Source: an optimization exercise on an open RTL-to-GDS flow (aim: small area). Production flows keep margins and buffers that such runs may drop.
RTL that was checked went through simulation tests only; none was proved equivalent to the original.
Power is estimated from default activity; no workload was simulated.

Setup of run 1:
Design top_level, start of the top module:
module top_level (
    clk, rst, seed,
    action, state, next_state, step_o, phase, episode_o, q_cur, q_next
);
    input clk, rst;
    input [11:0] seed;
    output [1:0] action;
    output [3:0] state;
    output [3:0] next_state;
    output [3:0] step_o;
    output [3:0] phase;
    output [11:0] episode_o;
    output [63:0] q_cur;
    output [63:0] q_next;
    integer r, p, i;
    function [15:0] w2init;           
        input integer row, col;
        begin
            case (row)
            0: case (col)
                0: w2init = 16'b0000000110101011;
                1: w2init = 16'b0000001000100111;
                2: w2init = 16'b0000000010001111;
                3: w2init = 16'b0000000000101000;
                default: w2init = 16'b0000001010111111;
               endcase
            1: w2init = 16'b0000000101001101;
            2: w2init = 16'b0000000100101010;
            3: w2init = 16'b0000000110001001;
            4: w2init = 16'b0000000100000110;
            5: w2init = 16'b0000000100100100;
            6: w2init = 16'b0000000110000011;
            7: w2init = 16'b0000000110101000;
            default: w2init = 16'b0000000100010010;
            endcase
        end
    endfunction
    function [15:0] w3init;           
        input integer out, col;
        begin
            case (out*5+col)
            0:  w3init = 16'b0000000111001010;
            1:  w3init = 16'b0000001110100010;
            2:  w3init = 16'b0000000100101100;
            3:  w3init = 16'b0000000100100110;
            4:  w3init = 16'b0000000010000101;
            5:  w3init = 16'b0000000000010100;
            6:  w3init = 16'b0000001010110111;
            7:  w3init = 16'b0000000011011101;
            8:  w3init = 16'b0000000100100110;
            9:  w3init = 16'b0000000010110101;
            10: w3init = 16'b0000000000010110;
            11: w3init = 16'b0000001110000100;
  ...
Size: about 8100 cells after synthesis, ~1300 flip-flops, roughly 83000 um2 of cells after synthesis.
clock: 20.0 ns
lec_check: 0
cap_margin: 20
core_margin: 2
core_utilization: 70
cts_buf_list: sky130_fd_sc_hd__clkbuf_8
cts_cluster_diameter: 80
cts_cluster_size: 15
gpl_timing_driven: 0
place_density: 0.8
slew_margin: 20
synth_hierarchical: 1
synth_minimum_keep_size: 0
standard.sh (not shown) runs the stock make flow with config.mk's settings and CLKGATE_MAP_FILE= SYNTH_SCRIPT=/design/flow/synth_recipe.tcl, a recipe that flattens the netlist after the stock synthesis.
==> flow/flow/run.sh <==
#!/bin/bash
set -euo pipefail
export BUFFER_PORTS_ARGS="-buffer_cell sky130_fd_sc_hd__buf_1"
export CTS_ARGS="-sink_clustering_enable -repair_clock_nets -dont_use_dummy_load -buf_list sky130_fd_sc_hd__clkbuf_8 -sink_clustering_size 15 -sink_clustering_max_diameter 80"
bash standard.sh > standard.log 2>&1
Edits applied to the flow inputs when going from run 1 to run 2:
# run 1
export LEC_CHECK = 0
export CAP_MARGIN = 20
export CORE_MARGIN = 2
export CORE_UTILIZATION = 70
export CTS_BUF_LIST = sky130_fd_sc_hd__clkbuf_8
export CTS_CLUSTER_DIAMETER = 80
export CTS_CLUSTER_SIZE = 15
export GPL_TIMING_DRIVEN = 0
export PLACE_DENSITY = 0.8
export SLEW_MARGIN = 20
export SYNTH_HIERARCHICAL = 1
export SYNTH_MINIMUM_KEEP_SIZE = 0
create_clock -name core_clock -period 20.0 [get_ports {clk}]
# run 2
export LEC_CHECK = 0
export CAP_MARGIN = 20
export CORE_MARGIN = 2
export CORE_UTILIZATION = 65
export CTS_BUF_LIST = sky130_fd_sc_hd__clkbuf_8
export CTS_CLUSTER_DIAMETER = 80
export CTS_CLUSTER_SIZE = 15
export PLACE_DENSITY = 0.75
export SLEW_MARGIN = 20
export SYNTH_HIERARCHICAL = 1
export SYNTH_MINIMUM_KEEP_SIZE = 0
create_clock -name core_clock -period 20.0 [get_ports {clk}]
-- flow/flow/run.sh --
<<< run 1, line 4
>>> run 2, line 4
export RECOVER_POWER=100
--- outcome ---
The layout from run 2, despite a flow that completed every stage, fails the layout checks, with the failing checks listed as capacitance limit, slew limit. From run 1 to run 2 the numbers moved as follows: first-pass GRT wire length shrank by 10%, setup slack grew by 0.73 ns. Between run 1 and run 2, the flow reports worst ir drop on vdd increasing by more than a quarter. [run 2 vs run 1] share of the clock period used by the worst path after layout: lower in run 2. Summary — total of plain and repair buffers excluding clock buffers, run 2 relative to run 1: lower, by about 50%. Re total number of vias: run 1 was higher than run 2. Run 2 ended with less final area than run 1.
The inputs of run 3 differ from those of run 2 as listed below.
# run 2
export LEC_CHECK = 0
export CAP_MARGIN = 20
export CORE_MARGIN = 2
export CORE_UTILIZATION = 65
export CTS_BUF_LIST = sky130_fd_sc_hd__clkbuf_8
export CTS_CLUSTER_DIAMETER = 80
export CTS_CLUSTER_SIZE = 15
export PLACE_DENSITY = 0.75
export SLEW_MARGIN = 20
export SYNTH_HIERARCHICAL = 1
export SYNTH_MINIMUM_KEEP_SIZE = 0
create_clock -name core_clock -period 20.0 [get_ports {clk}]
# run 3
export LEC_CHECK = 0
export CAP_MARGIN = 20
export CORE_MARGIN = 2
export CORE_UTILIZATION = 65
export CTS_BUF_LIST = sky130_fd_sc_hd__clkbuf_8
export CTS_CLUSTER_DIAMETER = 60
export CTS_CLUSTER_SIZE = 18
export PLACE_DENSITY = 0.75
export SLEW_MARGIN = 20
export SYNTH_HIERARCHICAL = 1
export SYNTH_MINIMUM_KEEP_SIZE = 0
create_clock -name core_clock -period 20.0 [get_ports {clk}]
==> flow/flow/run.sh <==
#!/bin/bash
set -euo pipefail
export BUFFER_PORTS_ARGS="-buffer_cell sky130_fd_sc_hd__buf_1"
export CTS_ARGS="-sink_clustering_enable -repair_clock_nets -dont_use_dummy_load -buf_list sky130_fd_sc_hd__clkbuf_8 -sink_clustering_size 18 -sink_clustering_max_diameter 60"
bash standard.sh > standard.log 2>&1
Findings:
Run 3 and run 2 ended up with nearly the same final worst-path cycle share.
There was hardly any difference in register clock-pin slew on the reported worst setup and hold paths between run 3 and run 2.
Against run 2 as the reference, run 3 delivers a higher critical path depth.
Between run 3 and run 2, the fmax figures differ only marginally.
As far as post-synthesis xor/xnor area fraction goes, run 2 and run 3 are indistinguishable; the numbers are identical.
Run 3 closes out successfully: all stages finished, all timing, DRC and antenna checks passed.
From run 2 to run 3 the numbers moved as follows: non-filler instance count after layout essentially unchanged, via count of the first global-routing pass essentially unchanged.
Status: via count parity (run 2, run 3)


## before
top_level again, from the RTL that the note above started with.
Settings: LEC_CHECK=0, CAP_MARGIN=20, CORE_MARGIN=2, CORE_UTILIZATION=65, CTS_BUF_LIST=sky130_fd_sc_hd__clkbuf_8, CTS_CLUSTER_DIAMETER=80, CTS_CLUSTER_SIZE=15, PLACE_DENSITY=0.75, SLEW_MARGIN=20, SYNTH_HIERARCHICAL=1, SYNTH_MINIMUM_KEEP_SIZE=0; clock period 20.0 ns.
==> flow/flow/run.sh <==
#!/bin/bash
set -euo pipefail
export BUFFER_PORTS_ARGS="-buffer_cell sky130_fd_sc_hd__buf_1"
export CTS_ARGS="-sink_clustering_enable -repair_clock_nets -dont_use_dummy_load -buf_list sky130_fd_sc_hd__clkbuf_8 -sink_clustering_size 15 -sink_clustering_max_diameter 80"
bash standard.sh > standard.log 2>&1
Here is what was changed in the inputs of after compared with before.
- changing CORE_UTILIZATION from 65 to 75
- changing PLACE_DENSITY from 0.75 to 0.85
==> comparison <==
- Compared with before, placement density in the core of after is higher.
- after: relative slew slack is 1.6 points higher than what before reported.
- Total non-filler cell area in the finished layout went down slightly going from before to after.
- after vs. before: maximum vdd ir drop shows an increase of about 66%, fraction of final layout cells sized beyond drive strength 1 shrank by 0.34 points.


top_level, a different RTL version from the one above (not shown whole).
For scale: roughly 1,200 flip-flops, about 170 I/O pins, ~88,000 sq um of cells after synthesis.
clock: 20.0 ns
lec_check: 0
cap_margin: 20
core_margin: 2
core_utilization: 30
cts_buf_list: sky130_fd_sc_hd__clkbuf_16
cts_cluster_diameter: 130
cts_cluster_size: 27
place_density: 0.45
slew_margin: 20
synth_hierarchical: 1
synth_minimum_keep_size: 0
run.sh (not shown) runs the stock make flow with config.mk's settings and CLKGATE_MAP_FILE= SYNTH_SCRIPT=/design/flow/synth_recipe.tcl, a recipe that flattens the netlist after the stock synthesis.
Stock flow here: none of the scripts above is used.
Then changed:
CTS_BUF_LIST = sky130_fd_sc_hd__clkbuf_4   (was sky130_fd_sc_hd__clkbuf_16)
CTS_CLUSTER_DIAMETER = not set   (was 130)
CTS_CLUSTER_SIZE = not set   (was 27)
Effect: Final cell count grows by 3.7%; sequential share of layout area decreases by 0.65 points; fmax barely changes; via count rose by 3.2%; worst hold slack loses 100 ps; cell area came out higher by 2.6%; wire length is higher by 1.7%.


== main ==
RTL: one of the versions met above, not the one the previous note started from.
Size: about 1,300 flip-flops, ~170 I/O pins, about 83,000 µm² of cells after synthesis.
==> flow/config.mk <==
export PLATFORM = sky130hd
export DESIGN_NAME = top_level
export DESIGN_NICKNAME = top_level
export VERILOG_FILES = /design/flow/design.v
export SDC_FILE = /design/flow/constraint.sdc
export NUM_CORES = 8
export LEC_CHECK = 0
export CAP_MARGIN = 20
export CORE_MARGIN = 2
export CORE_UTILIZATION = 50
export CTS_BUF_LIST = sky130_fd_sc_hd__clkbuf_8
export CTS_CLUSTER_DIAMETER = 80
export CTS_CLUSTER_SIZE = 15
export PLACE_DENSITY = 0.6
export SLEW_MARGIN = 20
export SYNTH_HIERARCHICAL = 1
export SYNTH_MINIMUM_KEEP_SIZE = 0
==> flow/constraint.sdc <==
create_clock -name core_clock -period 20.0 [get_ports {clk}]
set_input_delay 4.0000 -clock core_clock [delete_from_list [all_inputs] [get_ports {clk}]]
set_output_delay 4.0000 -clock core_clock [all_outputs]
set_load 0.01 [all_outputs]
standard.sh (not shown) runs the stock make flow with config.mk's settings and CLKGATE_MAP_FILE= SYNTH_SCRIPT=/design/flow/synth_recipe.tcl, a recipe that flattens the netlist after the stock synthesis.
Scripts as last shown in full above: flow/flow/run.sh
main finished every stage and its layout cleared the timing, DRC and antenna checks.
For the feature branch, these inputs were changed with respect to main:
- GPL_ROUTABILITY_DRIVEN now 0, previously not set
- PLACE_DENSITY now 0.8, was 0.6
- CORE_UTILIZATION now 70, was 50
- GPL_TIMING_DRIVEN now 0, previously not set
## What came out
main → the feature branch: number of antenna violations at the first check in global routing down 4; share of total power in the clock network down 0.8 points; critical path depth up 5; sequential power up about 2%; final clock period utilization by the worst path up 3.2 points.
Having completed the whole flow, main delivered a layout that passed the timing, DRC and antenna checks.
The feature branch: flow completed, timing, DRC and antenna clean
Going from main to the feature branch, die area shows a reduction of 48,000 µm², post-route clock skew shows an increase of 50 ps, wire length per cell after detailed routing shows an increase of 2.1 µm, power density relative to cell area shows an increase of 4.1 nW/µm².
Compared with main, the feature branch shows a switching component of the power that is about 6% higher.


top_level, a different RTL version from the one above (not shown whole).
Size in the first run: about 1,200 flip-flops, roughly 170 I/O pins, about 88,000 um2 of cells after synthesis.
export LEC_CHECK = 0
export CAP_MARGIN = 20
export CORE_MARGIN = 2
export CORE_UTILIZATION = 30
export CTS_BUF_LIST = sky130_fd_sc_hd__clkbuf_16
export CTS_CLUSTER_DIAMETER = 120
export CTS_CLUSTER_SIZE = 24
export PLACE_DENSITY = 0.45
export SLEW_MARGIN = 20
export SYNTH_HIERARCHICAL = 1
export SYNTH_MINIMUM_KEEP_SIZE = 0
create_clock -name core_clock -period 20.0 [get_ports {clk}]
==> flow/flow/run.sh <==
#!/bin/bash
set -euo pipefail
export BUFFER_PORTS_ARGS="-buffer_cell sky130_fd_sc_hd__buf_1"
export CTS_ARGS="-sink_clustering_enable -repair_clock_nets -dont_use_dummy_load -buf_list sky130_fd_sc_hd__clkbuf_16 -sink_clustering_size 24 -sink_clustering_max_diameter 120"
bash standard.sh > standard.log 2>&1
The starting point finished with timing, DRC and antenna clean.
Next try:
==> flow/flow/run.sh (replaced) <==
#!/bin/bash
set -euo pipefail
export BUFFER_PORTS_ARGS="-buffer_cell sky130_fd_sc_hd__buf_1"
export CTS_ARGS="-sink_clustering_enable -repair_clock_nets -dont_use_dummy_load -buf_list sky130_fd_sc_hd__clkbuf_8 -sink_clustering_size 15 -sink_clustering_max_diameter 80"
bash standard.sh > standard.log 2>&1
CORE_UTILIZATION = 50   (was 30)
CTS_BUF_LIST = sky130_fd_sc_hd__clkbuf_8   (was sky130_fd_sc_hd__clkbuf_16)
CTS_CLUSTER_DIAMETER = 80   (was 120)
CTS_CLUSTER_SIZE = 15   (was 24)
PLACE_DENSITY = 0.6   (was 0.45)
What happened: Worst hold slack gets worse by 16 ps; clock-buffer cell count is higher by 40; design area is lower by about 2.4%; wire length is lower by 10%; synthesized area is unchanged; die area is lower by 40%; cell count is lower by 12%; maximum frequency is higher by about 2.2%; global-route usage is higher by 10 points; setup slack gets better by 370 ps; synthesized cell count does not change.
Function was not checked in any run of this note: the RTL went through the layout flow alone.

what the ideal ports hide:
In the flow no input, the clock included, has a driving cell. The finished layouts below were timed again as built, in two steps.
Step 1 (the two cells are an assumption about what drives the block):
set clk [get_ports {clk}]
set_driving_cell -lib_cell sky130_fd_sc_hd__clkbuf_16 $clk
set_driving_cell -lib_cell sky130_fd_sc_hd__buf_2 [delete_from_list [all_inputs] $clk]
Step 2 times the ports against the registers' clock, not the clock port: input delays grow and output delays shrink by t, the midpoint of the rising clock arrivals with the driver on.
Three values: no drivers, after step 1, after step 2; two values: the first two.
run | t, ns | setup slack, ns | clock arrival spread, ns | worst register clock-pin slew, ns
run 1 | 0.834 | 0.782 / 0.782 / 0.782 | 0.186 / 0.185 | 0.12 / 0.12
run 2 | 0.874 | 1.515 / 1.515 / 1.515 | 0.162 / 0.162 | 0.11 / 0.11
run 3 | 0.869 | 1.542 / 1.542 / 1.542 | 0.166 / 0.167 | 0.11 / 0.11
before | 0.873 | 1.547 / 1.547 / 1.547 | 0.161 / 0.161 | 0.11 / 0.11
after | 0.860 | 1.205 / 1.205 / 1.205 | 0.074 / 0.074 | 0.12 / 0.12
the first run of note 3 | 0.805 | 2.557 / 2.557 / 2.557 | 0.054 / 0.054 | 0.12 / 0.12
the second run of note 3 | 1.220 | 2.508 / 2.508 / 2.508 | 0.145 / 0.145 | 0.09 / 0.09
main | 0.885 | 1.595 / 1.595 / 1.595 | 0.119 / 0.120 | 0.11 / 0.11
the feature branch | 0.834 | 0.950 / 0.950 / 0.950 | 0.169 / 0.169 | 0.12 / 0.12
the first run of note 5 | 0.774 | 2.694 / 2.694 / 2.694 | 0.082 / 0.082 | 0.11 / 0.11
the second run of note 5 | 0.922 | 3.061 / 3.061 / 3.061 | 0.206 / 0.207 | 0.12 / 0.12
